This design comes from an exercise in tuning for small area, a short achievable clock period and few clock cycles per item on the open sky130 flow, not from production work. At most, simulation tests tie the RTL to the original design; equivalence was not proved. The RTL of runs 3 to 8 was laid out without a check of its function.

<file path="design/flow/config.mk">
export PLATFORM = sky130hd
export DESIGN_NAME = cordic
export DESIGN_NICKNAME = cordic
export VERILOG_FILES = /design/flow/design.v
export SDC_FILE = /design/flow/constraint.sdc
export NUM_CORES = 4
export LEC_CHECK = 0
export CAP_MARGIN = 20
export CORE_MARGIN = 2
export CORE_UTILIZATION = 70
export CTS_BUF_LIST = sky130_fd_sc_hd__clkbuf_8
export SETUP_SLACK_MARGIN = 1.2
export SLEW_MARGIN = 20
export TNS_END_PERCENT = 5
</file>
<file path="design/flow/constraint.sdc">
create_clock -name core_clock -period 4.0 [get_ports {clk}]
set_input_delay 0.8000 -clock core_clock [delete_from_list [all_inputs] [get_ports {clk}]]
set_output_delay 0.8000 -clock core_clock [all_outputs]
set_load 0.01 [all_outputs]
</file>
<file path="design/flow/design.v">
`timescale 1ns / 1ps
module cordic(
    input clk,
    input rst,                 
    input start,               
    input signed [7:0] xin,
    input signed [7:0] yin,
    input signed [7:0] angle,
    output reg signed [7:0] sine,
    output reg done
);
    reg signed [7:0] x, y, z;
    reg [6:0] ph;
    wire idle = ph[0];
    reg [7:0] xs, ys, at;
    integer j, k;
    always @(*) begin
        for (j = 0; j < 8; j = j + 1) begin
            xs[j] = idle & xin[j];
            ys[j] = idle & yin[j];
            for (k = 1; k < 7; k = k + 1) begin
                xs[j] = xs[j] | (ph[k] & x[(j + k > 7) ? 7 : j + k]);
                ys[j] = ys[j] | (ph[k] & y[(j + k > 7) ? 7 : j + k]);
            end
        end
        at = ({8{idle}} & 8'd50) | ({8{ph[1]}} & 8'd29) | ({8{ph[2]}} & 8'd15)
           | ({8{ph[3]}} & 8'd8) | ({8{ph[4]}} & 8'd4) | ({8{ph[5]}} & 8'd2)
           | ({8{ph[6]}} & 8'd1);
    end
    wire signed [7:0] xa = idle ? xin : x;
    wire signed [7:0] ya = idle ? yin : y;
    wire signed [7:0] za = idle ? angle : z;
    wire neg = za[7];
    function [7:0] addsub;
        input [7:0] a, b;
        input n;
        reg [7:0] bb, g, p, gg, pp, gn, pn;
        integer i, s;
        begin
            bb = b ^ {8{n}};
            g = a & bb;
            p = a ^ bb;
            gg = g;
            pp = p;
            gg[0] = g[0] | (p[0] & n);
            for (s = 1; s < 8; s = s * 2) begin
                gn = gg;
                pn = pp;
                for (i = 0; i < 8; i = i + 1) begin
                    if ((i & s) != 0) begin
                        gn[i] = gg[i] | (pp[i] & gg[(i & ~(s - 1)) - 1]);
                        pn[i] = pp[i] & pp[(i & ~(s - 1)) - 1];
                    end
                end
                gg = gn;
                pp = pn;
            end
            addsub = p ^ {gg[6:0], n};
        end
    endfunction
    always @(posedge clk) begin
        x <= addsub(xa, ys, ~neg);
        y <= addsub(ya, xs, neg);
        z <= addsub(za, at, ~neg);
        done <= ph[6] & ~rst;
        if (rst)
            ph <= 7'b0000001;
        else if (idle)
            ph <= start ? 7'b0000010 : 7'b0000001;
        else
            ph <= {ph[5:0], ph[6]};
    end
    wire [7:0] t = y ~^ {8{z[7]}};
    reg [7:0] run;             
    integer m;
    always @(*) begin
        run[0] = 1'b1;
        for (m = 1; m < 8; m = m + 1) run[m] = run[m - 1] & t[m - 1];
        sine = y ^ ({8{x[7]}} & run);
    end
endmodule
</file>
<file path="design/flow/flow/run.sh">
#!/bin/bash
# The standard layout, with the port buffers made from buf_2 cells instead of the
# slow delay buffers buffer_ports picks by default.
set -euo pipefail
export BUFFER_PORTS_ARGS="-buffer_cell sky130_fd_sc_hd__buf_2"

bash standard.sh > standard.log 2>&1
</file>
<file path="design/flow/standard.sh">
#!/bin/bash
# synth_recipe.tcl (not shown) runs the flow's synth.tcl, then flattens the netlist and writes it again
# the make line also repeats each setting of config.mk as NAME=value (left out here)
make -C /OpenROAD-flow-scripts/flow DESIGN_CONFIG=/design/flow/config.mk WORK_HOME=/design/flow/orfs CLKGATE_MAP_FILE= SYNTH_SCRIPT=/design/flow/synth_recipe.tcl "${@:-finish}"
</file>
==> run notes, run 1 <==
R2R Path Start ph[4]; CP Data Required Time 3.20 ns; Arrival @ worst endpoint 1.93 ns; worst skew pair latency 0.29 ns; IO Count 36; ys flop type dfxtp_1; # diodes 0; Die Ht 63.9 um; vias in the first global route 2239; Worst Setup Start Kind flop; die width 63.9 um; Max Transition Viols Final 0; unrepaired setup endpoints after global routing yes; fraction of layout cells with a size suffix above 1 0.222; synthesized cell area 2510 sq um; clock slew at reported path FFs 0.08 ns; Hold Violations, Final 0; Peak Freq 0.367 GHz; initial antenna violation count 0; Vias/cell 5.97; hold buffers post-CTS 0; Fin Setup TNS 0 ns; Slew @ Worst Pin 0.487 ns; Hold WS 0.585 ns; Min-Delay Startpoint ph[3]; Post-DRT Antenna Nets 0; first-pass GRT wire length 10100 um; Layout Skew 0.00954 ns; CTS tree built; initial core utilization 0.741; number of DRC markers in iteration 0 251; IO buf count 35; syn_nets 344; DR pass1 iterations 6; DR vias 2209; hold path endpoint ph[4]; H-tree Lvls 2; critical path class flop to primary output; YS warnings 1; worst reg2reg path endpoint x[7]; drc violations 0; row count 21; final wirelength 5880 um; reg-to-reg slack, setup 1.36 ns; crit share post-route 0.681; # clock sinks 32; CTS Buffer Depth 2; RePlAce Congestion 0.834; HP Class flop to flop; Mean Syn Cell Area 8.57 sq um; DR WL/cell 15.9 um; Worst Path Max Fanout 7; status complete, no violations; EDFF count, synth 0; worst r2r path cells 9; Root Buffer clkbuf_8; Post-Syn Instances 293; Final setup viols 0; Async SR Flop Fraction 0; worst hold path cell count 1; CTS buffer count 5; register bit total from synthesis 32; slew margin rel. 0.675; synthesis-to-finish area growth 14.0%; register area share after synthesis 0.255; overflow left after global routing 0; nets 374; GRT Util Overall 0.317; CORE AREA 3390 sq um; DP HPWL 4170 um; min Tclk post-route 2.73 ns; Max Cap Viol 0; largest net degree at the start of global routing 27; die area 4080 sq um; Synth cell types 41; crit end category primary output
[how the worst max path moves through the flow]
stage             start       to  slack [ns]  cells past startpoint
6_report           y[0]  sine[7]        1.27                      6
3_3_place_gp   angle[7]     x[5]        0.89                     10
5_1_grt            y[0]  sine[6]        1.18                      6
3_5_place_dp   angle[7]     x[5]        0.84                     10
4_1_cts            z[7]  sine[6]        1.16                      6
2_1_floorplan  angle[7]     y[5]        1.21                      9
[critical path, cell delays in order, from the launching register on]
cell     delay, ns
dfxtp_1       0.39
or4_4         0.55
nor2_1        0.10
o21a_2        0.16
o21ai_0       0.12
xnor2_1       0.16
buf_2         0.15
[area by class of cell]
cell class | instances | area (sq um)
fill | 211 | 526
sequential | 32 | 649
multi-input combinational | 221 | 1730
clock inverter | 3 | 42.5
clock buffer | 5 | 68.8
timing repair buffer | 44 | 243
inverter | 19 | 71.3
tap | 46 | 57.6
[routing by layer]
layer	up-vias	global-route usage	routed length, um
li1	1074	-	-
met2	93	0.542	2910
met1	1026	0.376	2450
met3	16	0.0669	336
met5	-	0	0
met4	0	0.152	178
[cells in the final DEF (no fill, tap or decap), types with 6 or more instances in the layout]
cell	Yosys	layout
o21ai_0	22	21
dfxtp_1	32	27
a22oi_1	10	10
ha_1	15	15
xor2_1	18	18
inv_1	19	19
a222oi_1	10	10
nor2_1	13	13
buf_2	3	35
buf_4	0	9
nand3_1	6	6
xnor2_1	25	24
nand2_1	30	30
mux2_2	9	9
fa_1	9	9
mux2i_1	8	8
[metrics by stage]
| step | std cells | setup slack (ns) | util | instance area (sq um) |
|---|---|---|---|---|
| floorplan | 293 | 1.21 | - | 2530 |
| detailed placement | 356 | 0.836 | 0.793 | 2690 |
| global route | 370 | 1.18 | 0.845 | 2860 |
| global placement | 356 | 0.893 | 0.793 | 2690 |
| finish | 370 | 1.27 | 0.845 | 2860 |
| CTS | 367 | 1.16 | 0.833 | 2820 |
[repair_timing]
action | 4_1_cts | 5_1_grt
pin swaps | 0 | 0
gates resized for setup | 2 | 7
cloned | 0 | 0
setup buffers | 3 | 3
setup endpoints to repair | 8 | 11
[cells in the mapped netlist (all sizes together) (3+ instances only)]
library cell	count	area, sq um
xnor2	25	219
ha	15	188
fa	9	180
nor2b	3	18.8
nand4	3	18.8
nand2b	3	18.8
clkbuf	16	60.1
nand3	6	30.0
o21ai	22	110
buf	5	30.0
nand2	30	113
mux2	9	101
nor3	3	15.0
o211ai	3	22.5
a21oi	5	25.0
a22oi	10	75.1
inv	19	71.3
mux2i	9	93.8
and2	5	31.3
nor2	13	48.8
xor2	18	158
dfxtp	32	641
a222oi	10	100
[cell families (layout without fill, tap and decap cells)]
kind of cell / count (synthesis) / in the layout / synth area share
flip-flops: 32 / 32 / 0.255
XOR/XNOR: 43 / 43 / 0.150
adder cells (fa/ha/maj): 24 / 24 / 0.146
buffers and inverters: 40 / 71 / 0.0642
multiplexers: 18 / 18 / 0.0777
AND/OR/NAND/NOR: 78 / 78 / 0.151
AO/OA/AOI/OAI: 58 / 58 / 0.155
[flip-flops by register name, summed over array words and instances, names as in the netlist]
name  flops
y         8
z         8
x         8
done      1
ph        7
Testbench counts, summed over its fixed seeds: cycles 28,000, items 4,000.
==> inputs of run 2 (changes only) <==
==> design/flow/run.sh (new file) <==
#!/bin/bash
# synth_recipe.tcl (not shown) runs the flow's synth.tcl, then flattens the netlist and writes it again
# the make line also repeats each setting of config.mk as NAME=value (left out here)
make -C /OpenROAD-flow-scripts/flow DESIGN_CONFIG=/design/flow/config.mk WORK_HOME=/design/flow/orfs CLKGATE_MAP_FILE= SYNTH_SCRIPT=/design/flow/synth_recipe.tcl finish
--- a/design/flow/config.mk
+++ b/design/flow/config.mk
@@ -9,6 +9,5 @@
 export CORE_MARGIN = 2
 export CORE_UTILIZATION = 70
 export CTS_BUF_LIST = sky130_fd_sc_hd__clkbuf_8
-export SETUP_SLACK_MARGIN = 1.2
+export SETUP_SLACK_MARGIN = 1.0
 export SLEW_MARGIN = 20
-export TNS_END_PERCENT = 5
removed: design/flow/flow/run.sh
removed: design/flow/standard.sh
==> run notes, run 2 <==
Root Buffer clkbuf_8; Arrival @ worst endpoint 3.12 ns; synthesis-to-finish area growth 22.3%; DP HPWL 4430 um; Mean Syn Cell Area 8.57 sq um; register bit total from synthesis 32; Slew @ Worst Pin 0.615 ns; most numerous cell in the Yosys netlist dfxtp_1; die width 63.9 um; final core area utilization 0.906; drc violations 0; overflow left after global routing 0; number of DRC markers in iteration 0 286; final wirelength 6610 um; EDFF count, synth 0; fraction of layout cells with a size suffix above 1 0.121; slew margin rel. 0.589; sequence of cells on the critical path clkdlybuf4s50_1 > a222oi_1 > nand3_1 > mux2i_1 > fa_2 > nor2b_1 > o21ai_1 > nand2b_1 > fa_1 > xor2_1; row count 21; largest area contributor in the netlist dfxtp_1; register area share after synthesis 0.255; CTS tree built; Fin Setup TNS 0 ns; unrepaired setup endpoints after global routing no; DR vias 2318; IO Count 36; CP Buf/Inv Count 1; CTS Buffer Depth 2; first-pass GRT wire length 10400 um; critical path class input port to flop; nets 372; Max Cap Viol 0; HP Class flop to flop; synthesized cell area 2510 sq um; most frequent cells in the layout 30 x nand2_1, 30 x dfxtp_1, 27 x clkdlybuf4s50_1; status complete, no violations; Max Transition Viols Final 0; CORE AREA 3390 sq um; Peak Freq 0.341 GHz; clock slew at reported path FFs 0.07 ns; post-synth top area share 0.255; die area 4080 sq um; initial antenna violation count 0; H-tree Lvls 2; Critical Path Max Stage Delay 0.46 ns; worst skew pair latency 0.30 ns; min Tclk post-route 2.94 ns; DR WL/cell 18.0 um; vias in the first global route 2266; initial core utilization 0.741; largest net degree at the start of global routing 25; Async SR Flop Fraction 0; Die Ht 63.9 um; Vias/cell 6.30; Worst Setup Start Kind input port; RePlAce Congestion 0.931; CTS buffer count 5; crit end category flop; top flop regs x x8, y x8, z x8; Largest delay share family, worst path adder cells; syn_nets 344; hold buffers post-CTS 0; top cells by count, synth 32 x dfxtp_1, 30 x nand2_1, 25 x xnor2_1; Synth cell types 41; CP Data Required Time 4.19 ns; Layout Skew 0.00236 ns; YS warnings 1; Worst Path Max Fanout 2; DR pass1 iterations 7; Post-Syn Instances 293; Crit-path slowest cell clkdlybuf4s50_1; Hold Violations, Final 0; ys flop type dfxtp_1; crit share post-route 0.734; # diodes 0; # clock sinks 32; Final setup viols 0; Area contributors post-synth dfxtp_1 25%, xnor2_1 8.7%, ha_1 7.5%, fa_1 7.2%, xor2_1 6.3%; GRT Util Overall 0.331; Post-DRT Antenna Nets 0; IO buf count 35
run 2: cell count changes in the layout (fill, tap and decap cells not counted), moves of 3 or more:
cell	before	now
buf_2	35	0
buf_4	9	6
clkdlybuf4s50_1	0	27
dfxtp_1	27	30
dfxtp_2	4	1
dlygate4sd2_1	0	3
dlymetal6s2s_1	0	4
o21ai_0	21	18
o21ai_1	1	4
run 2: path summary, 6_finish.rpt:
path          start   end  slack, ns  cells past startpoint
max          yin[0]  x[5]       1.06                     10
min            x[0]  x[0]       0.58                      2
max reg2reg   ph[0]  z[4]       1.15                      9
min reg2reg    x[0]  x[0]       0.58                      2
run 2: area by class of cell:
class	count	area [sq um]
clock inverters	3	42.5
fillers	154	318
repair buffers	42	417
multi-input cells	221	1770
clock buffers	5	68.8
well taps	46	57.6
flip-flops and latches	32	646
inverters	19	71.3
run 2: kinds of logic after synthesis:
group           share of synthesized area
fa+ha+maj                           0.146
compound gates                      0.155
mux                                0.0777
xor+xnor                            0.150
buf+inv                            0.0642
flops                               0.255
simple gates                        0.151
run 2: stage by stage:
step	instance area (sq um)	setup WS (ns)	cells	hold slack, ns
5_1_grt	3070	0.947	368	0.623
3_3_place_gp	2860	0.609	356	0.550
3_5_place_dp	2860	0.527	356	0.560
2_1_floorplan	2520	1.10	293	0.527
6_report	3070	1.06	368	0.577
4_1_cts	3000	0.970	366	0.570
run 2: worst min-delay path: stages (launching register included):
cell	delay (ns)
dfxtp_1	0.31
mux2_2	0.16
xor2_1	0.06
run 2: metal layers:
layer	share of wire	global-route usage	vias to the layer above	wire length (um)
met2	0.51	0.568	144	3360
met3	0.083	0.0739	35	548
met1	0.37	0.382	1066	2450
li1	-	-	1073	-
met5	0	0	-	0
met4	0.039	0.177	0	256
run 2: what timing repair did:
action                     in CTS  in global routing
setup endpoints to repair      13                 15
resized for setup               8                 19
pin swaps                       0                 12
cloned                          0                  0
buffers inserted                2                  2
==> inputs of run 3 (changes only) <==
--- a/design/flow/design.v
+++ b/design/flow/design.v
@@ -58,10 +58,35 @@
             addsub = p ^ {gg[6:0], n};
         end
     endfunction
+    function [7:0] addsub_ks;
+        input [7:0] a, b;
+        input n;
+        reg [7:0] bb, g, p, gg, pp, gn, pn;
+        integer i, s;
+        begin
+            bb = b ^ {8{n}};
+            g = a & bb;
+            p = a ^ bb;
+            gg = g;
+            pp = p;
+            gg[0] = g[0] | (p[0] & n);
+            for (s = 1; s < 8; s = s * 2) begin
+                gn = gg;
+                pn = pp;
+                for (i = s; i < 8; i = i + 1) begin
+                    gn[i] = gg[i] | (pp[i] & gg[i - s]);
+                    pn[i] = pp[i] & pp[i - s];
+                end
+                gg = gn;
+                pp = pn;
+            end
+            addsub_ks = p ^ {gg[6:0], n};
+        end
+    endfunction
     always @(posedge clk) begin
         x <= addsub(xa, ys, ~neg);
         y <= addsub(ya, xs, neg);
-        z <= addsub(za, at, ~neg);
+        z <= addsub_ks(za, at, ~neg);
         done <= ph[6] & ~rst;
         if (rst)
             ph <= 7'b0000001;
==> design/flow/flow/run.sh (new file) <==
#!/bin/bash
# The standard layout, with the port buffers made from buf_2 cells instead of the
# slow delay buffers buffer_ports picks by default.
set -euo pipefail
export BUFFER_PORTS_ARGS="-buffer_cell sky130_fd_sc_hd__buf_2"

bash standard.sh > standard.log 2>&1
==> design/flow/standard.sh (new file) <==
#!/bin/bash
# synth_recipe.tcl (not shown) runs the flow's synth.tcl, then flattens the netlist and writes it again
# the make line also repeats each setting of config.mk as NAME=value (left out here)
make -C /OpenROAD-flow-scripts/flow DESIGN_CONFIG=/design/flow/config.mk WORK_HOME=/design/flow/orfs CLKGATE_MAP_FILE= SYNTH_SCRIPT=/design/flow/synth_recipe.tcl "${@:-finish}"
--- a/design/flow/config.mk
+++ b/design/flow/config.mk
@@ -9,5 +9,5 @@
 export CORE_MARGIN = 2
 export CORE_UTILIZATION = 70
 export CTS_BUF_LIST = sky130_fd_sc_hd__clkbuf_8
-export SETUP_SLACK_MARGIN = 1.0
+export SETUP_SLACK_MARGIN = 1.1
 export SLEW_MARGIN = 20
removed: design/flow/run.sh
==> run notes, run 3 <==
status complete, no violations; final wirelength 7570 um; nets 402; Arrival @ worst endpoint 3.14 ns; dpl ws 0.598 ns; hold path endpoint ph[5]; DP HPWL 4410 um; reg-to-reg slack, setup 1.02 ns; drc violations 0; Final setup viols 0; Fin Setup TNS 0 ns; post-synth top area share 0.241; synthesized cell area 2660 sq um; YS warnings 1; H-tree Lvls 2; DR WL/cell 18.9 um; # diodes 0; Non-Filler Instances 401; clock slew at reported path FFs 0.07 ns; fraction of layout cells with a size suffix above 1 0.283; Slew @ Worst Pin 0.521 ns; min Tclk post-route 2.98 ns; unrepaired setup endpoints after global routing yes; R2R Path Start x[6]; worst skew pair latency 0.28 ns; RePlAce Congestion 0.888; Max Cap Viol 0; Die Ht 65.6 um; register area share after synthesis 0.241; Layout Skew 0.00595 ns; number of DRC markers in iteration 0 338; hold buffers post-CTS 0; crit share post-route 0.744; DR pass1 iterations 5; commonest non-fill, non-tap cell in the layout buf_2; ys flop type dfxtp_1; CORE AREA 3660 sq um; CTS tree built; top cells by count, synth 32 x dfxtp_1, 27 x xnor2_1, 23 x nand2_1; Mean Syn Cell Area 8.51 sq um; GRT Util Overall 0.318; setup ws final 1.02 ns; row count 22; Vias/cell 6.31; Worst Path Max Fanout 7; largest net degree at the start of global routing 46; Post-Syn Instances 312; Max Transition Viols Final 0; CP Data Required Time 4.17 ns; worst r2r path cells 9; register bit total from synthesis 32; HP Class flop to flop; most frequent cells in the layout 35 x buf_2, 26 x xnor2_1, 25 x dfxtp_1; Hold Violations, Final 0; Area contributors post-synth dfxtp_1 24%, xnor2_1 8.9%, ha_1 7.5%, mux2_2 5.9%, xor2_1 5.9%; top flop regs x x8, y x8, z x8; EDFF count, synth 0; synthesis-to-finish area growth 19.3%; Root Buffer clkbuf_8; Async SR Flop Fraction 0; crit end category flop; CTS buffer count 5; die width 65.6 um; IO buf count 35; Hold WS 0.566 ns; Post-DRT Antenna Nets 0; worst hold path cell count 1; initial core utilization 0.726; Peak Freq 0.336 GHz; # clock sinks 32; vias in the first global route 2237; DR vias 2531; IO Count 36; first-pass GRT wire length 10500 um; syn_nets 362; most numerous cell in the Yosys netlist dfxtp_1; overflow left after global routing 0; Synth cell types 45; initial antenna violation count 0; Min-Delay Startpoint ph[4]; die area 4300 sq um; slew margin rel. 0.649; Placed Cells 373; CTS Buffer Depth 2; largest area contributor in the netlist dfxtp_1; Worst Setup Start Kind flop; critical path class flop to flop; worst reg2reg path endpoint y[5]
-- run 3: what timing repair did --
item / CTS / global route
buffers inserted: 6 / 13
pin swaps: 6 / 11
cloned: 0 / 1
setup endpoints to repair: 10 / 13
gates resized for setup: 7 / 16
-- run 3: worst max-delay path by stage --
stage / end / start / depth (start not counted) / slack [ns]
6_report: y[5] / x[6] / 9 / 1.02
5_1_grt: y[5] / x[6] / 9 / 0.91
4_1_cts: z[6] / ph[0] / 9 / 1.10
3_5_place_dp: x[5] / angle[7] / 9 / 0.60
3_3_place_gp: x[5] / angle[7] / 9 / 0.63
2_1_floorplan: y[5] / angle[7] / 9 / 1.10
-- run 3: layer usage --
| layer | vias up | part of all wire | global-route usage | wire [um] |
|---|---|---|---|---|
| li1 | 1190 | - | - | - |
| met1 | 1171 | 0.40 | 0.421 | 3050 |
| met2 | 149 | 0.49 | 0.548 | 3680 |
| met3 | 21 | 0.085 | 0.0445 | 644 |
| met4 | 0 | 0.026 | 0.0703 | 193 |
| met5 | - | 0 | 0 | 0 |
-- run 3: through the flow --
stage	instance area [sq um]	util
after floorplan	2690	-
after global placement	2840	0.775
after detailed placement	2840	0.775
after CTS	3000	0.821
after global routing	3170	0.865
final	3170	0.865
-- run 3: area by class of cell --
class                      count  area, sq um
inverter                      19         71.3
multi-input combinational    237         1890
fill                         214          493
clock inverter                 3         42.5
clock buffer                   5         68.8
sequential                    32          657
tap                           48         60.1
timing repair buffer          57          378
-- run 3: logic make-up (layout without fill, tap and decap cells) --
| family | count (synthesis) | after routing | synth area share |
|---|---|---|---|
| AO/OA/AOI/OAI | 71 | 71 | 0.184 |
| XOR/XNOR | 45 | 45 | 0.148 |
| adder cells (fa/ha/maj) | 23 | 23 | 0.128 |
| buffers and inverters | 43 | 84 | 0.0650 |
| flip-flops | 32 | 32 | 0.241 |
| multiplexers | 20 | 20 | 0.0834 |
| AND/OR/NAND/NOR | 78 | 78 | 0.150 |
-- run 3: critical path, cell delays in order (launching register included) --
cell and delay, ns:
dfxtp_1 0.39, a222oi_1 0.38, nand4_1 0.35, xnor2_4 0.24, ha_1 0.29, nor2b_1 0.15, o21a_1 0.19, or2_2 0.30
fa_2 0.41, xor2_1 0.16
==> inputs of run 4 (changes only) <==
==> design/flow/design.v (replaced) <==
`timescale 1ns / 1ps
module cordic(
    input clk,
    input rst,                 
    input start,               
    input signed [7:0] xin,
    input signed [7:0] yin,
    input signed [7:0] angle,
    output reg signed [7:0] sine,
    output reg done
);
    reg signed [7:0] x, y, z;
    reg [5:0] ph;
    wire idle = ph[0];
    reg [7:0] xs, ys, at;
    integer j, k;
    always @(*) begin
        for (j = 0; j < 8; j = j + 1) begin
            xs[j] = idle & xin[j];
            ys[j] = idle & yin[j];
            for (k = 1; k < 6; k = k + 1) begin
                xs[j] = xs[j] | (ph[k] & x[(j + k > 7) ? 7 : j + k]);
                ys[j] = ys[j] | (ph[k] & y[(j + k > 7) ? 7 : j + k]);
            end
        end
        at = ({8{idle}} & 8'd50) | ({8{ph[1]}} & 8'd29) | ({8{ph[2]}} & 8'd15)
           | ({8{ph[3]}} & 8'd8) | ({8{ph[4]}} & 8'd4) | ({8{ph[5]}} & 8'd2);
    end
    wire signed [7:0] xa = idle ? xin : x;
    wire signed [7:0] ya = idle ? yin : y;
    wire signed [7:0] za = idle ? angle : z;
    wire neg = za[7];
    function [7:0] addsub;
        input [7:0] a, b;
        input n;
        reg [8:0] t;
        begin
            t = {a, 1'b1} + {b ^ {8{n}}, n};
            addsub = t[8:1];
        end
    endfunction
    always @(posedge clk) begin
        x <= addsub(xa, ys, ~neg);
        y <= addsub(ya, xs, neg);
        z <= addsub(za, at, ~neg);
        done <= ph[5] & ~rst;
        if (rst)
            ph <= 6'b000001;
        else if (idle)
            ph <= start ? 6'b000010 : 6'b000001;
        else
            ph <= {ph[4:0], ph[5]};
    end
    wire nr = z[7];
    wire signed [2:0] xh = {x[7], x[7:6]};              
    wire signed [2:0] yh = {y[7], y[7:6]};              
    wire signed [7:0] x7 = nr ? x + yh : x - yh;
    wire n7 = nr ? (z != 8'hff) : (z == 8'h00);          
    wire signed [2:0] c7 = x7[7] ? (n7 ? 3'sd1 : -3'sd1) : 3'sd0;    
    wire signed [2:0] d = (nr ? -xh : xh) + c7;
    always @(*) sine = y + {{5{d[2]}}, d};
endmodule
--- a/design/flow/flow/run.sh
+++ b/design/flow/flow/run.sh
@@ -3,5 +3,5 @@
 # slow delay buffers buffer_ports picks by default.
 set -euo pipefail
 export BUFFER_PORTS_ARGS="-buffer_cell sky130_fd_sc_hd__buf_2"
-
+export ADDER_MAP_FILE=
 bash standard.sh > standard.log 2>&1
--- a/design/flow/config.mk
+++ b/design/flow/config.mk
@@ -8,6 +8,5 @@
 export CAP_MARGIN = 20
 export CORE_MARGIN = 2
 export CORE_UTILIZATION = 70
-export CTS_BUF_LIST = sky130_fd_sc_hd__clkbuf_8
-export SETUP_SLACK_MARGIN = 1.1
+export SETUP_SLACK_MARGIN = 0.8
 export SLEW_MARGIN = 20
==> run notes, run 4 <==
unrepaired setup endpoints after global routing yes; Critical Path Max Stage Delay 0.56 ns; Fin Setup TNS 0 ns; first-pass GRT wire length 15000 um; ys flop type dfxtp_1; dpl ws 0.215 ns; commonest non-fill, non-tap cell in the layout xnor2_1; largest net degree at the start of global routing 36; DP HPWL 5590 um; clock slew at reported path FFs 0.08 ns; top cells by count, synth 49 x xnor2_1, 39 x nand2_1, 31 x dfxtp_1; CP Buf/Inv Count 2; EDFF count, synth 0; Hold Violations, Final 0; Final setup viols 0; CTS buffer count 5; Root Buffer clkbuf_8; Worst Setup Start Kind flop; Area contributors post-synth dfxtp_1 20%, xnor2_1 13%, mux2i_1 5.7%, xor2_1 5.2%, a22oi_1 5.0%; GRT Util Overall 0.369; CTS Buffer Depth 2; multi-input logic area 2490 sq um; Hold WS 0.707 ns; Worst Path Max Fanout 6; initial core utilization 0.730; row count 24; register area share after synthesis 0.195; Crit-path slowest cell or4_4; # diodes 0; worst skew pair latency 0.30 ns; register bit total from synthesis 31; status complete, no violations; drc violations 0; H-tree Lvls 2; cell area after layout 3760 sq um; worst r2r path cells 8; FF/Latch Area 647 sq um; fraction of layout cells with a size suffix above 1 0.292; most numerous cell in the Yosys netlist xnor2_1; HP Class input port to flop; Max Transition Viols Final 0; Layout Skew 0.00708 ns; CTS tree built; # clock sinks 31; initial antenna violation count 0; DR vias 3411; CP endpoint sine[5]; Die Ht 71.4 um; WP depth 11; die area 5100 sq um; setup ws final 0.149 ns; RePlAce Congestion 0.887; crit end category primary output; number of DRC markers in iteration 0 388; most frequent cells in the layout 46 x xnor2_1, 36 x nand2_1, 34 x buf_2; post-synth top area share 0.195; crit share post-route 0.963; Fill cells 250; R2R Path Start z[7]; Slew @ Worst Pin 0.603 ns; sequence of cells on the critical path nor3b_4 > a21oi_4 > xnor2_4 > xor2_4 > buf_6 > o211ai_1 > nand3_2 > or4_4 > o22ai_2 > xor2_1 > buf_2; Synth cell types 70; Max Cap Viol 0; final wirelength 9760 um; DR WL/cell 19.9 um; IO Count 36; synthesis-to-finish area growth 18.2%; die width 71.4 um; synthesized cell area 3180 sq um; Post-DRT Antenna Nets 0; reg-to-reg slack, setup 1.01 ns; Async SR Flop Fraction 0; YS warnings 1; critical path class flop to primary output; nets 465; slew margin rel. 0.598; Mean Syn Cell Area 8.03 sq um; Arrival @ worst endpoint 3.05 ns; syn_nets 423; vias in the first global route 3207; Vias/cell 6.95; overflow left after global routing 0; Crit. Startpoint y[6]; Post-Syn Instances 396; top flop regs x x8, y x8, z x8; largest area contributor in the netlist dfxtp_1; CORE AREA 4350 sq um; CP Data Required Time 3.20 ns; worst reg2reg path endpoint z[7]; dpl cell area 3300 sq um; DR pass1 iterations 7; min Tclk post-route 3.85 ns; Largest delay share family, worst path simple AND/OR/NAND/NOR gates; Peak Freq 0.260 GHz; IO buf count 35
## run 4: cell count changes after synthesis, sizes merged, moves of 12 or more
cell / before / now
buf: 8 / 20
ha: 16 / 0
mux2i: 6 / 19
nand2: 23 / 39
nor2: 7 / 20
xnor2: 27 / 50
## run 4: layout make-up
class / count / area share
Timing Repair Buffer: 66 / 0.115
Tap cell: 52 / 0.0173
Inverter: 8 / 0.00799
Multi-Input combinational cell: 326 / 0.663
Clock buffer: 5 / 0.0183
Sequential cell: 31 / 0.172
Clock inverter: 3 / 0.00632
## run 4: stage by stage
step | util | instances
2_1_floorplan | - | 396
3_3_place_gp | 0.758 | 462
3_5_place_dp | 0.758 | 462
4_1_cts | 0.839 | 487
5_1_grt | 0.863 | 491
6_report | 0.863 | 491
## run 4: worst min path at each step
stage	end	depth (start not counted)	start	slack, ns
detailed placement	ph[5]	1	ph[4]	0.67
CTS	ph[5]	1	ph[4]	0.68
finish	ph[1]	2	rst	0.71
floorplan	z[0]	2	z[0]	0.60
global route	ph[1]	2	rst	0.71
global placement	z[0]	2	z[0]	0.67
## run 4: kinds of logic (layout without fill, tap and decap cells)
kind of cell               Yosys count  after routing  share of synthesized area
buffers and inverters               39             82                     0.0740
xor gates and xnor gates            70             70                      0.203
and+or+nand+nor                    125            125                      0.203
adders and majority gates            9              9                     0.0295
muxes                               23             23                     0.0752
AOI/OAI and AO/OA                   99             99                      0.219
DFF                                 31             31                      0.195
## run 4: metal layers
layer	routed length (um)	global-route usage	up-vias
li1	-	-	1522
met1	3740	0.461	1603
met2	4690	0.591	233
met3	845	0.0619	53
met4	479	0.233	0
met5	0	0	-
## run 4: what timing repair did
action	in CTS	in global routing
buffers inserted	17	4
pin swaps	17	6
endpoints found under the setup margin	7	11
hold buffers	0	0
gates resized for setup	36	18
==> inputs of run 5 (changes only) <==
--- a/design/flow/design.v
+++ b/design/flow/design.v
@@ -52,11 +52,21 @@
             ph <= {ph[4:0], ph[5]};
     end
     wire nr = z[7];
-    wire signed [2:0] xh = {x[7], x[7:6]};              
-    wire signed [2:0] yh = {y[7], y[7:6]};              
-    wire signed [7:0] x7 = nr ? x + yh : x - yh;
-    wire n7 = nr ? (z != 8'hff) : (z == 8'h00);          
-    wire signed [2:0] c7 = x7[7] ? (n7 ? 3'sd1 : -3'sd1) : 3'sd0;    
-    wire signed [2:0] d = (nr ? -xh : xh) + c7;
-    always @(*) sine = y + {{5{d[2]}}, d};
+    wire e_p1 = nr ? (y[7:6] == 2'b01) : (y[7:6] == 2'b11);    
+    wire e_p2 = ~nr & (y[7:6] == 2'b10);                          
+    wire e_m1 = nr ? (y[7:6] == 2'b11) : (y[7:6] == 2'b01);    
+    wire e_m2 = nr & (y[7:6] == 2'b10);                         
+    wire ones = &x[6:1];
+    wire zeros = ~|x[6:1];
+    wire flip = (e_p1 & ones & x[0]) | (e_p2 & ones) | (e_m1 & zeros & ~x[0]) | (e_m2 & zeros);
+    wire x7n = x[7] ^ flip;                                       
+    wire n7 = nr ? (z != 8'hff) : (z == 8'h00);                   
+    wire signed [2:0] xh = {x[7], x[7:6]};                        
+    wire signed [2:0] a = nr ? -xh : xh;
+    wire signed [1:0] c7 = x7n ? (n7 ? 2'sd1 : -2'sd1) : 2'sd0;
+    wire signed [3:0] t = $signed({2'b00, y[1:0]}) + a + c7;
+    wire [5:0] hi = y[7:2];
+    wire [5:0] hi_p = hi + 6'd1;
+    wire [5:0] hi_m = hi - 6'd1;
+    always @(*) sine = {t[3] ? hi_m : (t[2] ? hi_p : hi), t[1:0]};
 endmodule
==> design/flow/flow/run.sh (replaced) <==
#!/bin/bash
# The standard layout, with the port buffers made from buf_2 cells instead of the
# slow delay buffers buffer_ports picks by default.
set -euo pipefail
export BUFFER_PORTS_ARGS="-buffer_cell sky130_fd_sc_hd__buf_2"

bash standard.sh > standard.log 2>&1
==> run notes, run 5 <==
GRT Util Overall 0.390; fraction of layout cells with a size suffix above 1 0.293; min Tclk post-route 4.69 ns; crit end category primary output; Vias/cell 6.82; # diodes 0; CTS buffer count 5; IO Count 36; die width 69.9 um; slew margin rel. 0.599; synthesized cell area 3040 sq um; DR pass1 iterations 7; Final setup viols 6; crit share post-route 1.17; overflow left after global routing 0; Worst Path Max Fanout 3; Post-Syn Instances 372; vias in the first global route 3160; drc violations 0; hold buffers post-CTS 0; Synth cell types 57; top flop regs x x8, y x8, z x8; row count 23; multi-input logic area 2400 sq um; Post-DRT Antenna Nets 0; initial core utilization 0.743; Hold Violations, Final 0; Max Cap Viol 0; Slew @ Worst Pin 0.601 ns; die area 4880 sq um; Layout Skew 0.00810 ns; unrepaired setup endpoints after global routing yes; Mean Syn Cell Area 8.16 sq um; DR WL/cell 20.6 um; Worst Setup Start Kind flop; Critical Path Max Stage Delay 0.46 ns; ys flop type dfxtp_1; CORE AREA 4090 sq um; Async SR Flop Fraction 0; final core area utilization 0.906; initial antenna violation count 0; Die Ht 69.9 um; top cells by count, synth 43 x xnor2_1, 39 x nand2_1, 31 x dfxtp_1; clock slew at reported path FFs 0.07 ns; Fill cells 188; Area contributors post-synth dfxtp_1 20%, xnor2_1 12%, ha_1 11%, mux2_2 5.2%, nand2_1 4.8%; first-pass GRT wire length 15000 um; largest net degree at the start of global routing 47; status complete, but fails checks; DR vias 3228; IO buf count 35; FF/Latch Area 631 sq um; sequence of cells on the critical path nor4_4 > a31oi_1 > o31ai_1 > xnor2_1 > nand2_1 > fa_1 > inv_2 > ha_4 > inv_2 > fa_2 > buf_6 > xnor2_4 > nor4_4 > nor2_1 > xnor2_1 > buf_2; RePlAce Congestion 0.898; most numerous cell in the Yosys netlist xnor2_1; CP Data Required Time 3.20 ns; final wirelength 9740 um; Max Transition Viols Final 0; Crit-path slowest cell fa_1; synthesis-to-finish area growth 21.9%; nets 478; HP Class input port to flop; YS warnings 1; number of DRC markers in iteration 0 412; Peak Freq 0.213 GHz; most frequent cells in the layout 41 x xnor2_1, 35 x nand2_1, 34 x buf_2; H-tree Lvls 2; post-synth top area share 0.204; register bit total from synthesis 31; register area share after synthesis 0.204; EDFF count, synth 0; setup ws final -0.692 ns; CTS tree built; DP HPWL 5940 um; CTS Buffer Depth 2; critical path class flop to primary output; Arrival @ worst endpoint 3.89 ns; # clock sinks 31; largest area contributor in the netlist dfxtp_1; worst skew pair latency 0.30 ns; Root Buffer clkbuf_8; syn_nets 428; dpl ws -0.335 ns; Fin Setup TNS -3.42 ns; Blocking Checks setup timing; commonest non-fill, non-tap cell in the layout xnor2_1
-- run 5: what timing repair did --
| item | CTS | global route |
|---|---|---|
| pin swaps | 18 | 2 |
| setup buffers | 6 | 0 |
| resized for setup | 30 | 3 |
| setup endpoints to repair | 7 | 8 |
| gates cloned | 0 | 0 |
-- run 5: critical path, delay by kind of cell, from the launching register on --
kind | cells | cell delay [ns]
AOI/OAI and AO/OA | 2 | 0.41
xor gates and xnor gates | 3 | 0.52
adders and majority gates | 3 | 0.98
buffers and inverters | 4 | 0.46
DFF | 1 | 0.34
and+or+nand+nor | 4 | 0.88
-- run 5: kinds of logic (layout without fill, tap and decap cells) --
logic type	count (synthesis)	after routing	share of synthesized area
and+or+nand+nor	103	103	0.164
xor gates and xnor gates	53	53	0.153
DFF	31	31	0.204
muxes	19	19	0.0688
adders and majority gates	29	29	0.124
buffers and inverters	41	92	0.0577
AOI/OAI and AO/OA	96	96	0.227
-- run 5: metal layers --
metal | wire [um] | vias to the layer above | GRT usage
li1 | - | 1436 | -
met4 | 551 | 0 | 0.203
met3 | 1040 | 79 | 0.0895
met5 | 0 | - | 0
met1 | 3740 | 1450 | 0.477
met2 | 4400 | 263 | 0.638
-- run 5: cell type report --
class	instances	share of cell area
Multi-Input combinational cell	300	0.648
Sequential cell	31	0.170
Timing Repair Buffer	65	0.118
Clock buffer	8	0.0270
Inverter	19	0.0193
Tap cell	50	0.0169
-- run 5: through the flow --
stage,hold WS (ns),cells,cell area [sq um]
CTS,0.659,473,3680
global route,0.713,473,3700
global placement,0.641,459,3400
detailed placement,0.643,459,3400
floorplan,0.584,372,3100
finish,0.703,473,3700
-- run 5: path summary, 6_finish.rpt --
check,start,to,slack (ns),cells after the start
worst max-delay path,x[1],sine[5],-0.69,16
worst min-delay path,rst,done,0.70,2
worst max register to register,z[7],y[6],0.80,10
worst min register to register,ph[2],ph[3],0.72,1
==> inputs of run 6 (changes only) <==
--- a/design/flow/flow/run.sh
+++ b/design/flow/flow/run.sh
@@ -3,5 +3,5 @@
 # slow delay buffers buffer_ports picks by default.
 set -euo pipefail
 export BUFFER_PORTS_ARGS="-buffer_cell sky130_fd_sc_hd__buf_2"
-
+export ADDER_MAP_FILE=
 bash standard.sh > standard.log 2>&1
==> run notes, run 6 <==
status complete, but fails checks; Blocking Checks setup timing; most numerous cell in the Yosys netlist xnor2_1; CP most frequent cell or4_4; syn_nets 368; ys flop type dfxtp_1; min Tclk post-route 4.20 ns; most frequent cells in the layout 51 x xnor2_1, 35 x buf_2, 25 x nand2_1; HP Class flop to flop; Post-DRT Antenna Nets 0; setup ws final -0.202 ns; largest net degree at the start of global routing 26; top flop regs x x8, y x8, z x8; Min-Delay Startpoint ph[4]; drc violations 0; top cells by count, synth 55 x xnor2_1, 31 x dfxtp_1, 25 x nand2_1; first-pass GRT wire length 11300 um; unrepaired setup endpoints after global routing yes; Async SR Flop Fraction 0; die area 4730 sq um; DR pass1 iterations 6; CP Data Required Time 3.20 ns; Die Ht 68.8 um; number of DRC markers in iteration 0 282; clock slew at reported path FFs 0.08 ns; Critical Path Max Stage Delay 0.54 ns; Slew @ Worst Pin 0.504 ns; reg-to-reg slack, setup 0.84 ns; slew margin rel. 0.662; Final setup viols 5; Vias/cell 6.42; DR vias 2749; synthesized cell area 2940 sq um; H-tree Lvls 2; overflow left after global routing 0; sequence of cells on the critical path or4_4 > or4_4 > nand2_2 > mux2_4 > o32a_1 > o221a_4 > or3b_4 > a21oi_4 > xnor2_2 > buf_2; GRT Util Overall 0.328; CORE AREA 4030 sq um; worst skew pair latency 0.29 ns; Arrival @ worst endpoint 3.40 ns; post-synth top area share 0.211; Area contributors post-synth dfxtp_1 21%, xnor2_1 16%, a22oi_1 5.4%, xor2_1 5.4%, mux2i_1 4.8%; worst r2r path cells 10; Max Cap Viol 0; YS warnings 1; EDFF count, synth 0; CTS buffer count 5; # diodes 0; IO Count 36; Crit-path slowest cell or4_4; Peak Freq 0.238 GHz; # clock sinks 31; vias in the first global route 2406; DP HPWL 5510 um; critical path class flop to primary output; Max Transition Viols Final 0; worst reg2reg path endpoint x[7]; hold path endpoint ph[5]; Post-Syn Instances 341; final wirelength 7750 um; CTS tree built; RePlAce Congestion 0.929; crit share post-route 1.05; Worst Setup Start Kind flop; commonest non-fill, non-tap cell in the layout xnor2_1; R2R Path Start ph[2]; synthesis-to-finish area growth 13.3%; register area share after synthesis 0.211; hold buffers post-CTS 0; die width 68.8 um; CTS Buffer Depth 2; row count 23; Worst Path Max Fanout 3; initial core utilization 0.730; DR WL/cell 18.1 um; Hold Violations, Final 0; register bit total from synthesis 31; fraction of layout cells with a size suffix above 1 0.312; initial antenna violation count 0; Hold WS 0.591 ns; nets 404; crit end category primary output; IO buf count 35; Mean Syn Cell Area 8.62 sq um; largest area contributor in the netlist dfxtp_1; worst hold path cell count 1; Synth cell types 63; Root Buffer clkbuf_8; Layout Skew 0.00863 ns
-- run 6: cell count changes after synthesis, sizes merged, moves of 7 or more --
cell	delta
nor2	-13
xor2	+8
a22oi	+10
mux2	-7
xnor2	+12
mux2i	+10
inv	-11
a21oi	-7
ha	-27
nand2	-13
maj3	+12
-- run 6: worst max path at each step --
| stage | start | end | slack (ns) | cells past startpoint |
|---|---|---|---|---|
| final | x[6] | sine[7] | -0.20 | 10 |
| after detailed placement | x[6] | sine[7] | 0.07 | 10 |
| after CTS | x[6] | sine[7] | -0.20 | 10 |
| after global routing | x[6] | sine[3] | -0.28 | 11 |
| after floorplan | x[6] | sine[7] | 0.09 | 10 |
| after global placement | x[6] | sine[7] | 0.12 | 10 |
-- run 6: logic make-up (layout without fill, tap and decap cells) --
| family | Yosys count | after routing | share of synthesized area |
|---|---|---|---|
| compound gates | 80 | 80 | 0.195 |
| xor+xnor | 74 | 74 | 0.225 |
| fa+ha+maj | 12 | 12 | 0.0439 |
| buf+inv | 35 | 72 | 0.0902 |
| flops | 31 | 31 | 0.211 |
| mux | 22 | 22 | 0.0783 |
| simple gates | 87 | 87 | 0.156 |
-- run 6: layout make-up --
cell class | instances | area (sq um)
multi-input cells | 275 | 2170
fillers | 288 | 699
flip-flops and latches | 31 | 634
repair buffers | 56 | 337
clock buffers | 6 | 72.6
well taps | 50 | 62.6
inverters | 8 | 37.5
clock inverters | 2 | 12.5
-- run 6: repair_timing --
item / CTS / global route
setup endpoints to repair: 12 / 13
resized for setup: 6 / 22
pin swaps: 7 / 2
setup buffers: 2 / 1
-- run 6: per-layer routing --
layer  up-vias  GRT usage  share of wire
met5         -          0              0
met4         0      0.140          0.025
met3        18     0.0601          0.077
met2       143      0.540           0.49
met1      1289      0.421           0.41
li1       1299          -              -
-- run 6: metrics by stage --
step | util | setup TNS [ns] | cells | worst slack (ns) | cell area (sq um)
4_1_cts | 0.806 | -0.569 | 427 | -0.198 | 3250
3_5_place_dp | 0.775 | 0 | 417 | 0.0742 | 3120
6_report | 0.826 | -0.691 | 428 | -0.202 | 3330
5_1_grt | 0.826 | -1.14 | 428 | -0.281 | 3330
2_1_floorplan | - | 0 | 341 | 0.0948 | 2980
3_3_place_gp | 0.775 | 0 | 417 | 0.116 | 3120
-- run 6: worst max-delay path, delay by kind of cell (launching register included) --
kind / cells / cell delay [ns]
AOI/OAI and AO/OA: 3 / 0.69
xor gates and xnor gates: 1 / 0.12
buffers and inverters: 1 / 0.14
DFF: 1 / 0.32
muxes: 1 / 0.30
and+or+nand+nor: 4 / 1.55
==> inputs of run 7 (changes only) <==
--- a/design/flow/design.v
+++ b/design/flow/design.v
@@ -51,6 +51,16 @@
         else
             ph <= {ph[4:0], ph[5]};
     end
+    wire [7:0] sine_w;
+    cordic_final fin (.x(x), .y(y), .z(z), .sine(sine_w));
+    always @(*) sine = sine_w;
+endmodule
+module cordic_final(
+    input [7:0] x,
+    input [7:0] y,
+    input [7:0] z,
+    output [7:0] sine
+);
     wire nr = z[7];
     wire e_p1 = nr ? (y[7:6] == 2'b01) : (y[7:6] == 2'b11);    
     wire e_p2 = ~nr & (y[7:6] == 2'b10);                          
@@ -68,5 +78,5 @@
     wire [5:0] hi = y[7:2];
     wire [5:0] hi_p = hi + 6'd1;
     wire [5:0] hi_m = hi - 6'd1;
-    always @(*) sine = {t[3] ? hi_m : (t[2] ? hi_p : hi), t[1:0]};
+    assign sine = {t[3] ? hi_m : (t[2] ? hi_p : hi), t[1:0]};
 endmodule
==> design/flow/flow/run.sh (replaced) <==
#!/bin/bash
# The standard layout, with the port buffers made from buf_2 cells instead of the
# slow delay buffers buffer_ports picks by default.
set -euo pipefail
export BUFFER_PORTS_ARGS="-buffer_cell sky130_fd_sc_hd__buf_2"

bash standard.sh > standard.log 2>&1
--- a/design/flow/config.mk
+++ b/design/flow/config.mk
@@ -10,3 +10,4 @@
 export CORE_UTILIZATION = 70
 export SETUP_SLACK_MARGIN = 0.8
 export SLEW_MARGIN = 20
+export SYNTH_HIERARCHICAL = 1
==> run notes, run 7 <==
status complete, but fails checks; Blocking Checks setup timing; Max Cap Viol 0; top cells by count, synth 45 x xnor2_1, 35 x nand2_1, 31 x dfxtp_1; Critical Path Max Stage Delay 0.54 ns; post-synth top area share 0.204; reg-to-reg slack, setup 1.03 ns; top flop regs x x8, y x8, z x8; crit end category primary output; largest net degree at the start of global routing 35; worst hold path cell count 1; drc violations 0; fraction of layout cells with a size suffix above 1 0.300; register area share after synthesis 0.204; Crit. Startpoint z[2]; Root Buffer clkbuf_8; number of DRC markers in iteration 0 324; worst skew pair latency 0.29 ns; CP most frequent cell inv_1; slew margin rel. 0.534; Post-Syn Instances 367; overflow left after global routing 0; clock slew at reported path FFs 0.07 ns; Worst Path Max Fanout 3; register bit total from synthesis 31; syn_nets 423; most frequent cells in the layout 41 x xnor2_1, 35 x buf_2, 32 x nand2_1; EDFF count, synth 0; Final setup viols 6; most numerous cell in the Yosys netlist xnor2_1; Async SR Flop Fraction 0; H-tree Lvls 2; vias in the first global route 3009; IO buf count 35; Area contributors post-synth dfxtp_1 20%, xnor2_1 13%, ha_1 11%, mux2_2 4.8%, nand2_1 4.3%; largest area contributor in the netlist dfxtp_1; cell area after layout 3610 sq um; Non-Filler Instances 464; unrepaired setup endpoints after global routing yes; setup ws final -0.485 ns; synthesized cell area 3050 sq um; Placed Cells 450; RePlAce Congestion 0.944; DR pass1 iterations 5; initial core utilization 0.746; CTS buffer count 5; nets 469; DP HPWL 5780 um; min Tclk post-route 4.48 ns; # diodes 0; Slew @ Worst Pin 0.699 ns; Crit-path slowest cell or4_4; IO Count 36; # clock sinks 31; Layout Skew 0.00504 ns; final wirelength 9150 um; die area 4900 sq um; hold buffers post-CTS 0; worst reg2reg path endpoint x[7]; final core area utilization 0.882; R2R Path Start ph[0]; CTS tree built; DR WL/cell 19.7 um; row count 23; GRT Util Overall 0.354; Max Transition Viols Final 0; Arrival @ worst endpoint 3.68 ns; synthesis-to-finish area growth 18.4%; Synth cell types 57; CORE AREA 4090 sq um; DR vias 3046; CP Data Required Time 3.20 ns; ys flop type dfxtp_1; initial antenna violation count 0; sequence of cells on the critical path or4_4 > nor4_4 > o22ai_2 > nand2_2 > fa_1 > inv_1 > ha_1 > inv_1 > fa_2 > xor2_4 > nor2_2 > and4_4 > a22oi_2 > xnor2_2 > buf_2; YS warnings 7; dpl cell area 3360 sq um; first-pass GRT wire length 14000 um; Worst Setup Start Kind flop; Mean Syn Cell Area 8.30 sq um; crit share post-route 1.12; Fill cells 212; Peak Freq 0.223 GHz; worst r2r path cells 13; hold path endpoint done; Post-DRT Antenna Nets 0; Hold Violations, Final 0; Vias/cell 6.56; Min-Delay Startpoint ph[5]; critical path class flop to primary output; die width 70.0 um; Die Ht 70.0 um; CTS Buffer Depth 2; HP Class flop to flop; commonest non-fill, non-tap cell in the layout xnor2_1
[run 7: logic make-up after synthesis]
| family | share of synthesized area |
|---|---|
| compound gates | 0.218 |
| xor+xnor | 0.158 |
| fa+ha+maj | 0.124 |
| buf+inv | 0.0583 |
| flops | 0.204 |
| mux | 0.0776 |
| simple gates | 0.161 |
[run 7: worst max-delay path by stage]
stage | end | slack [ns] | cells after the start
floorplan | sine[7] | 0.15 | 16
global placement | sine[7] | 0.01 | 15
detailed placement | sine[7] | -0.11 | 15
CTS | sine[7] | -0.31 | 15
global route | sine[7] | -0.59 | 16
finish | sine[7] | -0.48 | 15
[run 7: layer usage]
layer	GRT usage	wire, um	vias up
met5	0	0	-
met4	0.169	363	0
met3	0.0635	848	32
met2	0.601	4410	189
met1	0.431	3530	1412
li1	-	-	1413
[run 7: Yosys stat by module, one instance, submodules excluded]
module / flops+latches / copies in the design
cordic_final: 0 / 1
cordic: 31 / 1
[run 7: what timing repair did]
item / in CTS / in global routing
setup endpoints to repair: 7 / 7
pin swaps: 3 / 5
buffers inserted: 5 / 1
gates resized for setup: 19 / 7
[run 7: layout make-up]
class / count / area [sq um] / share of cell area
inverters: 20 / 80.1 / 0.0222
flip-flops and latches: 31 / 636 / 0.176
clock inverters: 2 / 12.5 / 0.00347
multi-input cells: 298 / 2400 / 0.665
repair buffers: 57 / 344 / 0.0954
clock buffers: 6 / 72.6 / 0.0201
well taps: 50 / 62.6 / 0.0173
[run 7: metrics by stage]
step / TNS, ns / hold WS, ns / worst slack [ns]
finish: -1.95 / 0.697 / -0.485
global route: -2.68 / 0.703 / -0.590
detailed placement: -0.202 / 0.663 / -0.113
floorplan: 0 / 0.628 / 0.154
CTS: -1.22 / 0.671 / -0.313
global placement: 0 / 0.658 / 0.0148
[run 7: worst max-delay path, delay by kind of cell, from the launching register on]
kind | cells | cell delay [ns]
adder cells (fa/ha/maj) | 3 | 1.02
flip-flops | 1 | 0.32
buffers and inverters | 3 | 0.32
AO/OA/AOI/OAI | 2 | 0.20
XOR/XNOR | 2 | 0.36
AND/OR/NAND/NOR | 5 | 1.20
==> inputs of run 8 (changes only) <==
--- a/design/flow/flow/run.sh
+++ b/design/flow/flow/run.sh
@@ -3,5 +3,5 @@
 # slow delay buffers buffer_ports picks by default.
 set -euo pipefail
 export BUFFER_PORTS_ARGS="-buffer_cell sky130_fd_sc_hd__buf_2"
-
+export ADDER_MAP_FILE=
 bash standard.sh > standard.log 2>&1
==> run notes, run 8 <==
Max Cap Viol 0; Crit-path slowest cell dfxtp_2; Final setup viols 0; syn_nets 471; DR pass1 iterations 9; most numerous cell in the Yosys netlist xnor2_1; critical path class flop to primary output; worst r2r path cells 10; DR vias 4124; final core area utilization 0.886; met2 routed WL 5540 um; register bit total from synthesis 31; sequence of cells on the critical path nand4_1 > buf_4 > a2111oi_4 > buf_4 > o21ai_2 > o2111a_2 > a2111oi_4 > a32oi_4 > a31oi_1 > xnor2_1 > buf_2; YS warnings 7; slew margin rel. 0.558; CTS tree built; H-tree Lvls 2; GRT Util Overall 0.400; Worst Setup Start Kind flop; Synth cell types 74; crit share post-route 0.944; DR WL/cell 21.3 um; largest area contributor in the netlist dfxtp_1; Hold WS 0.645 ns; vias in the first global route 3654; initial core utilization 0.735; overflow left after global routing 0; Peak Freq 0.265 GHz; commonest non-fill, non-tap cell in the layout xnor2_1; CP Buf/Inv Count 3; # clock sinks 31; clock slew at reported path FFs 0.08 ns; DP HPWL 7190 um; Root Buffer clkbuf_8; post-synth top area share 0.178; fraction of layout cells with a size suffix above 1 0.299; initial antenna violation count 0; worst hold path cell count 2; Area contributors post-synth dfxtp_1 18%, xnor2_1 15%, mux2i_1 4.9%, a22oi_1 4.5%, xor2_1 3.8%; top cells by count, synth 58 x xnor2_1, 34 x nand2_1, 34 x nor2_1; Vias/cell 7.25; Post-Syn Instances 444; drc violations 0; Arrival @ worst endpoint 2.98 ns; die area 5580 sq um; CORE AREA 4750 sq um; Post-DRT Antenna Nets 0; most frequent cells in the layout 56 x xnor2_1, 41 x buf_4, 35 x buf_2; Max Transition Viols Final 0; Slew @ Worst Pin 0.663 ns; crit end category primary output; Mean Syn Cell Area 7.87 sq um; first-pass GRT wire length 17300 um; worst skew pair latency 0.29 ns; Largest delay share family, worst path compound AO/OA/AOI/OAI gates; final wirelength 12100 um; Async SR Flop Fraction 0; largest net degree at the start of global routing 27; die width 74.7 um; synthesis-to-finish area growth 20.5%; Fin Setup TNS 0 ns; Layout Skew 0.00931 ns; worst reg2reg path endpoint y[7]; ys flop type dfxtp_1; # diodes 0; Worst Path Max Fanout 8; synthesized cell area 3500 sq um; number of DRC markers in iteration 0 824; hold path endpoint z[6]; Hold Violations, Final 0; EDFF count, synth 0; row count 25; Min-Delay Startpoint z[6]; hold buffers post-CTS 0; CP Data Required Time 3.20 ns; IO Count 36; Critical Path Max Stage Delay 0.46 ns; R2R Path Start x[4]; Top Layer Used met4; status complete, no violations; Die Ht 74.7 um; CTS Buffer Depth 2; unrepaired setup endpoints after global routing yes; min Tclk post-route 3.78 ns; CTS buffer count 5; RePlAce Congestion 0.937; IO buf count 35; register area share after synthesis 0.178; Post-Route M1 WL 4190 um; reg-to-reg slack, setup 0.75 ns; nets 528; Routed met3 length 1420 um; HP Class flop to flop; top flop regs x x8, y x8, z x8
==> run 8: changes by cell type after synthesis, sizes merged, moves of 10 or more <==
cell / before / now
mux2i: 3 / 17
xnor2: 45 / 58
ha: 27 / 0
nor2: 19 / 34
mux2: 17 / 6
inv: 19 / 9
==> run 8: area by class of cell <==
cell class              count  area (sq um)
multi-input cells         376          2840
flip-flops and latches     31           648
fillers                   234           541
repair buffers             77           488
well taps                  67          83.8
clock buffers               6          82.6
inverters                  10          37.5
clock inverters             2          35.0
==> run 8: worst reg2reg max path: stages (launching register included) <==
cell and delay (ns):
dfxtp_1 0.36, buf_4 0.19, a22oi_2 0.29, a31oi_1 0.16, a41o_1 0.28, maj3_2 0.33, maj3_2 0.33, maj3_2 0.35
o311a_1 0.38, maj3_2 0.33, xnor2_1 0.12
==> run 8: modules after synthesis, one instance, submodules excluded <==
module        flip-flops and latches  copies in the design  area [sq um]
cordic                            31                     1          2610
cordic_final                       0                     1           888
==> run 8: cells by family (layout without fill, tap and decap cells) <==
| group | Yosys count | count (layout) | share of synthesized area |
|---|---|---|---|
| AOI/OAI and AO/OA | 123 | 123 | 0.277 |
| xor gates and xnor gates | 73 | 73 | 0.183 |
| adders and majority gates | 9 | 9 | 0.0276 |
| buffers and inverters | 37 | 95 | 0.0505 |
| DFF | 31 | 31 | 0.178 |
| muxes | 23 | 23 | 0.0680 |
| and+or+nand+nor | 148 | 148 | 0.217 |
==> run 8: how the worst max path moves through the flow <==
stage,start,cells after the start,end
2_1_floorplan,angle[7],9,y[7]
4_1_cts,z[5],9,sine[5]
5_1_grt,y[7],12,sine[5]
6_report,x[5],11,sine[6]
3_5_place_dp,y[7],9,sine[5]
3_3_place_gp,y[7],9,sine[5]
==> run 8: what timing repair did <==
item                                    in CTS  in global routing
gates resized for setup                     29                 13
endpoints found under the setup margin      10                 12
buffers inserted                            14                 16
pin swaps                                   20                 18
==> run 8: layer usage <==
layer / track usage / vias up
li1: - / 1746
met1: 0.484 / 1873
met2: 0.668 / 373
met3: 0.0870 / 132
met4: 0.210 / 0
met5: 0 / -
==> run 8: through the flow <==
stage	setup WS [ns]	std cells	instance area, sq um
global route	0.00465	569	4210
floorplan	0.798	444	3520
detailed placement	0.315	531	3720
global placement	0.377	531	3720
finish	0.223	569	4210
CTS	0.379	553	4040

==> port drivers added, routing unchanged <==
The results above use ideal ports. As a check the final layouts listed here were re-extracted and re-timed, cells and wires unchanged.
Step 1 assumes that a clkbuf_16 drives the clock port and a buf_2 every other input.
Step 2 adds t to the input delays and takes it off the output delays; t is the mean of the earliest and latest rising clock arrival at the registers after step 1. Input paths then give back, and output paths get back, about the clock's delay inside the block.
Three values: no drivers, after step 1, after step 2; two values: the first two.
run	shift t [ns]	setup slack, ns	pins driven straight from the clock port
run 1	0.320	1.274 / 1.243 / 1.027	1
run 2	0.324	1.064 / 1.060 / 0.748	1
run 3	0.306	1.024 / 1.024 / 0.823	1
run 4	0.324	0.149 / 0.120 / 0.444	1
run 5	0.322	-0.692 / -0.721 / -0.399	1
run 6	0.320	-0.202 / -0.232 / 0.088	1
run 7	0.312	-0.485 / -0.512 / -0.200	1
run 8	0.313	0.223 / 0.196 / 0.420	1
For run 2, which loses most, drivers alone change the setup slack by -0.004 ns; drivers and shift together by -0.316 ns.
